This is an optimization exercise on Yosys and OpenROAD, whose aim is small area, a short achievable clock period and few clock cycles, not a production implementation.
In this exercise RTL edits were held to simulation tests only and were not proved equivalent to the original.

==> flow/design.v <==
`timescale 1ns / 1ps
module cordic_core(input clk, input rst, input start, input [3:0] func, input [15:0] op1, input [15:0] op2,
    output busy, output done, output [31:0] result);
    reg busy_r, done_r;
    reg prep, first;
    reg [1:0] pst;
    reg [3:0] f;
    reg m_cir, m_asn, m_acs, m_hro, m_hve;
    reg [3:0] cnt;
    reg signed [15:0] x, y, t;
    reg [15:0] z;
    reg r16, rhi;
    reg zsg;
    assign busy = busy_r;
    assign done = done_r;
    assign result = {{15{rhi}}, r16, z};
    wire circular = (f[3:1] == 3'd0) | (f[3:1] == 3'd1);
    wire m_ln = f[3];
    wire m_hrot = (f == 4'd4) | (f == 4'd5) | (f == 4'd6);
    reg [15:0] rom;
    always @(*)
    begin
        if(circular)
            case(cnt)
                4'd0: rom = 16'b0011001001000011;
                4'd1: rom = 16'b0001110110101100;
                4'd2: rom = 16'b0000111110101101;
                4'd3: rom = 16'b0000011111110101;
                4'd4: rom = 16'b0000001111111110;
                4'd5: rom = 16'b0000000111111111;
                4'd6: rom = 16'b0000000011111111;
                4'd7: rom = 16'b0000000001111111;
                4'd8: rom = 16'b0000000000111111;
                4'd9: rom = 16'b0000000000011111;
                4'd10: rom = 16'b0000000000001111;
                4'd11: rom = 16'b0000000000000111;
                4'd12: rom = 16'b0000000000000011;
                4'd13: rom = 16'b0000000000000001;
                default: rom = 16'd0;
            endcase
        else if(m_ln)
            case(cnt)
                4'd1: rom = 16'b0100011001001110;
                4'd2: rom = 16'b0010000010110000;
                4'd3: rom = 16'b0001000000010100;
                4'd4: rom = 16'b0000100000000010;
                4'd5: rom = 16'b0000010000000000;
                4'd6: rom = 16'b0000001000000000;
                4'd7: rom = 16'b0000000100000000;
                4'd8: rom = 16'b0000000010000000;
                4'd9: rom = 16'b0000000001000000;
                4'd10: rom = 16'b0000000000100000;
                4'd11: rom = 16'b0000000000010000;
                4'd12: rom = 16'b0000000000001000;
                4'd13: rom = 16'b0000000000000100;
                4'd14: rom = 16'b0000000000000010;
                default: rom = 16'd0;
            endcase
        else
            case(cnt)
                4'd1: rom = 16'b0010001100100111;
                4'd2: rom = 16'b0001000001011000;
                4'd3: rom = 16'b0000100000001010;
                4'd4: rom = 16'b0000010000000001;
                4'd5: rom = 16'b0000001000000000;
                4'd6: rom = 16'b0000000100000000;
                4'd7: rom = 16'b0000000010000000;
                4'd8: rom = 16'b0000000001000000;
                4'd9: rom = 16'b0000000000100000;
                4'd10: rom = 16'b0000000000010000;
                4'd11: rom = 16'b0000000000001000;
                4'd12: rom = 16'b0000000000000100;
                4'd13: rom = 16'b0000000000000010;
                4'd14: rom = 16'b0000000000000001;
                default: rom = 16'd0;
            endcase
    end
    wire d0 = ~t[15] & (t != 16'd0);
    wire lt = (y < t);
    wire ypos = ~y[15] & (y != 16'd0);
    wire mc = ({x[1:0], 4'd0} < x[5:0]);
    wire pp1 = (pst == 2'd2);
    wire sub_x = (m_cir & y[15]) | (m_asn & lt) | (m_acs & lt) | (m_hro & zsg) | (m_hve & ypos) | pp1;
    wire sub_y = (m_cir & ~y[15]) | (m_asn & ~lt) | (m_acs & ~lt) | (m_hro & zsg) | (m_hve & ypos);
    wire sub_z = (m_cir & y[15]) | (m_asn & ~lt) | (m_acs & lt) | (m_hro & ~zsg) | (m_hve & ~ypos);
    wire cin_x = pp1 ? ~mc : sub_x;
    wire signed [15:0] xs = x >>> cnt;
    wire signed [15:0] ys = y >>> cnt;
    wire [16:0] zs = first ? {1'b0, (m_hrot ? t : 16'h0000)} : {r16, z};
    wire [15:0] yb = xs ^ {16{sub_y}};
    wire [16:0] xn = {x[15], x} + ({ys[15], ys} ^ {17{sub_x}}) + {16'd0, cin_x};
    wire [15:0] yn = y + yb + {15'd0, sub_y};
    wire [16:0] zn = zs + ({1'b0, rom} ^ {17{sub_z}}) + {16'd0, sub_z};
    wire [15:0] yprep = {x[15:14] - 2'b01, x[13:0]};
    wire last = (f == 4'd0 || f[3:1] == 3'd1) ? (cnt == 4'd13) :
                ((f == 4'd7 || m_ln) ? (cnt == 4'd14) : (cnt == 4'd15));
    always @(posedge clk)
    begin
        if(rst)
        begin
            busy_r <= 0;
            done_r <= 0;
            prep <= 0;
            first <= 0;
            pst <= 0;
        end
        else if(!busy_r)
        begin
            x <= op1;
            y <= op2;
            t <= op1;
            f <= func;
            m_cir <= (func[3:1] == 3'd0);
            m_acs <= (func[3:1] == 3'd1) & ~func[0];
            m_asn <= (func[3:1] == 3'd1) & func[0];
            m_hro <= (func[3:1] == 3'd2) | (func[3:0] == 4'd6);
            m_hve <= (func[3:0] == 4'd7) | func[3];
            zsg <= op1[15];
            cnt <= {3'd0, func[3] | func[2]};
            if(start)
            begin
                busy_r <= 1;
                done_r <= 0;
                prep <= func[3];
                first <= 1;
                pst <= 0;
            end
        end
        else if(prep)
        begin
            x <= {x[15:14] + 2'b01, x[13:0]};
            y <= yprep;
            prep <= 0;
        end
        else if(pst == 2'd1)
        begin
            y <= x;
            cnt <= 4'd6;
            pst <= 2'd2;
        end
        else if(pst == 2'd2)
        begin
            x <= xn[15:0];
            cnt <= 4'd2;
            pst <= 2'd3;
        end
        else if(pst == 2'd3)
        begin
            pst <= 0;
            busy_r <= 0;
            done_r <= 1;
            r16 <= xn[16];
            if(f == 4'd1)
            begin
                z <= xn[16:1];
                rhi <= xn[16];
            end
            else
            begin
                z <= xn[15:0];
                rhi <= 0;
            end
        end
        else
        begin
            first <= 0;
            cnt <= cnt + 4'd1;
            zsg <= zn[15];
            r16 <= m_ln & zn[16];
            rhi <= 0;
            if(first && (m_asn || m_acs))
            begin
                x <= 16'h26DD;
                y <= d0 ? 16'h26DD : -16'sh26DD;
                if(m_acs)
                    z <= d0 ? 16'h6487 - 16'h3243 : 16'h6487 + 16'h3243;
                else
                    z <= d0 ? 16'h3243 : -16'sh3243;
            end
            else
            begin
                if(first && m_hro)
                begin
                    if(f == 4'd5)
                    begin
                        x <= zsg ? -16'sh2800 : 16'sh2800;
                        y <= 16'h5000;
                    end
                    else
                    begin
                        x <= 16'h5000;
                        y <= zsg ? -16'sh2800 : 16'sh2800;
                    end
                end
                else
                begin
                    x <= xn[15:0];
                    y <= yn;
                end
                z <= zn[15:0];
            end
            if(last)
            begin
                if(f == 4'd1 || f == 4'd6)
                begin
                    m_cir <= 0;
                    m_hro <= 0;
                    pst <= (f == 4'd1) ? 2'd1 : 2'd3;
                end
                else
                begin
                    busy_r <= 0;
                    done_r <= 1;
                end
                if(f == 4'd4 || f == 4'd5)
                    z <= xn[15:0];
            end
        end
    end
endmodule
clock: 12.0 ns
lec_check: 0
abc_area: 1
cap_margin: 20
core_margin: 2
core_utilization: 40
slew_margin: 20
standard.sh (not shown) runs the stock make flow with config.mk's settings and CLKGATE_MAP_FILE= SYNTH_SCRIPT=/design/flow/synth_recipe.tcl, a recipe that flattens the netlist after the stock synthesis.
==> flow/flow/run.sh <==
#!/bin/bash
# Standard synthesis and floorplan, then the standard layout with buf_4 port buffers and
# repair_timing (after CTS and global routing) aiming for a larger setup margin.
set -euo pipefail
bash standard.sh synth > flow_synth.log 2>&1
bash standard.sh floorplan > flow_floorplan.log 2>&1
bash standard.sh SETUP_SLACK_MARGIN=8.0 TNS_END_PERCENT=0 "BUFFER_PORTS_ARGS=-buffer_cell sky130_fd_sc_hd__buf_4" finish > flow_layout.log 2>&1
Testbench counts at the start, summed over its fixed seeds: cycles 77,452.
Edit:
==> flow/flow/run.sh (replaced) <==
#!/bin/bash
# Standard synthesis, then the standard layout with buf_4 port buffers and repair_timing
# aiming for a larger setup margin.
set -euo pipefail
bash standard.sh synth > flow_synth.log 2>&1
bash standard.sh SETUP_SLACK_MARGIN=8.5 TNS_END_PERCENT=0 "BUFFER_PORTS_ARGS=-buffer_cell sky130_fd_sc_hd__buf_4" finish > flow_layout.log 2>&1
Result:
- The new run went through all stages and came out clean
- global-route usage decreases by 0.18 points
- wire length increases by 2.2%
- clock skew barely changes
- worst setup slack loses 0.086 ns
- synthesized area stays the same
- via count increases by 1.4%
- design area increases by 3.4%
Edit:
==> flow/flow/run.sh (replaced) <==
#!/bin/bash
# Standard synthesis, then the standard layout with repair_timing aiming for a larger setup margin.
set -euo pipefail
bash standard.sh synth > flow_synth.log 2>&1
bash standard.sh SETUP_SLACK_MARGIN=8.5 TNS_END_PERCENT=0 finish > flow_layout.log 2>&1
Die area is unchanged.
Area after synthesis is unchanged.
Non-clock buffer count falls by 14.
First-iteration DRC count falls by 4.9%.
Via count hardly moves.
Routed wire length fell by 1.9%.


Another version of the RTL of cordic_core (not shown whole).
Size: roughly 1600 cells after synthesis, ~87 flip-flops, roughly 73 I/O pins.
Settings: LEC_CHECK=0, ABC_AREA=1, CAP_MARGIN=20, CORE_MARGIN=2, CORE_UTILIZATION=40, SLEW_MARGIN=20; clock period 12.0 ns.
==> flow/flow/run.sh <==
#!/bin/bash
# Standard synthesis and floorplan, then the standard layout with buf_4 port buffers and
# repair_timing (after CTS and global routing) aiming for a larger setup margin.
set -euo pipefail
bash standard.sh synth > flow_synth.log 2>&1
bash standard.sh floorplan > flow_floorplan.log 2>&1
bash standard.sh SETUP_SLACK_MARGIN=8.2 TNS_END_PERCENT=0 "BUFFER_PORTS_ARGS=-buffer_cell sky130_fd_sc_hd__buf_4" finish > flow_layout.log 2>&1
Testbench counts at the start, summed over its fixed seeds: cycles 76,922.
Edit:
--- a/flow/flow/run.sh
+++ b/flow/flow/run.sh
@@ -6,2 +6,2 @@
 bash standard.sh floorplan > flow_floorplan.log 2>&1
-bash standard.sh SETUP_SLACK_MARGIN=8.2 TNS_END_PERCENT=0 "BUFFER_PORTS_ARGS=-buffer_cell sky130_fd_sc_hd__buf_4" finish > flow_layout.log 2>&1
+bash standard.sh SETUP_SLACK_MARGIN=7.8 TNS_END_PERCENT=0 "BUFFER_PORTS_ARGS=-buffer_cell sky130_fd_sc_hd__buf_4" finish > flow_layout.log 2>&1
=>
- The changed run produced a clean layout
- core utilization drops by 3.5 points
- first-iteration DRC count shrinks by 8.8%
- worst setup slack loses 0.23 ns
- final area came out lower by 7.2%
- non-clock buffer count goes down by 37
- synthesized cell count does not change
Edit:
==> flow/flow/run.sh (replaced) <==
#!/bin/bash
# Standard synthesis, then the standard layout with repair_timing aiming for a larger setup margin.
set -euo pipefail
bash standard.sh synth > flow_synth.log 2>&1
bash standard.sh SETUP_SLACK_MARGIN=8.5 TNS_END_PERCENT=0 RECOVER_POWER=100 finish > flow_layout.log 2>&1
=> The changed run finished but failed the layout checks on max-capacitance violations, max-slew violations; area after synthesis is unchanged; worst hold slack loses 0.0083 ns; non-clock buffer count climbs by 47; final cell count rose by 2.4%; via count went up by 4.6%; clock-buffer cell count stays the same; fmax decreases by 25%.

## port drivers added, routing unchanged
How much do the figures lean on ideal ports? The routed layouts below were timed once more, with nothing changed but the port constraints.
Step 1: set_driving_cell puts a clkbuf_16 on clk and a buf_2 on each other input, an assumption about the parent block.
Step 2 times the ports against the registers' clock, not the clock port: input delays grow and output delays shrink by t, the midpoint of the rising clock arrivals with the driver on.
Slacks: ideal ports / drivers / drivers and shift; pairs: ideal ports / drivers.
run	t (ns)	setup slack, ns	latest minus earliest clock arrival (ns)
the first run of note 1	0.407	7.752 / 7.752 / 7.752	0.012 / 0.013
the second run of note 1	0.401	7.667 / 7.667 / 7.667	0.011 / 0.010
the third run of note 1	0.406	7.676 / 7.676 / 7.676	0.008 / 0.009
the first run of note 2	0.400	8.148 / 8.163 / 7.763	0.019 / 0.019
the second run of note 2	0.409	7.921 / 7.921 / 7.724	0.019 / 0.020
the third run of note 2	0.407	6.560 / 6.560 / 6.560	0.018 / 0.018
The setup slack of the first run of note 2, which loses most, moves by +0.015 ns with the drivers and by -0.385 ns with both steps.
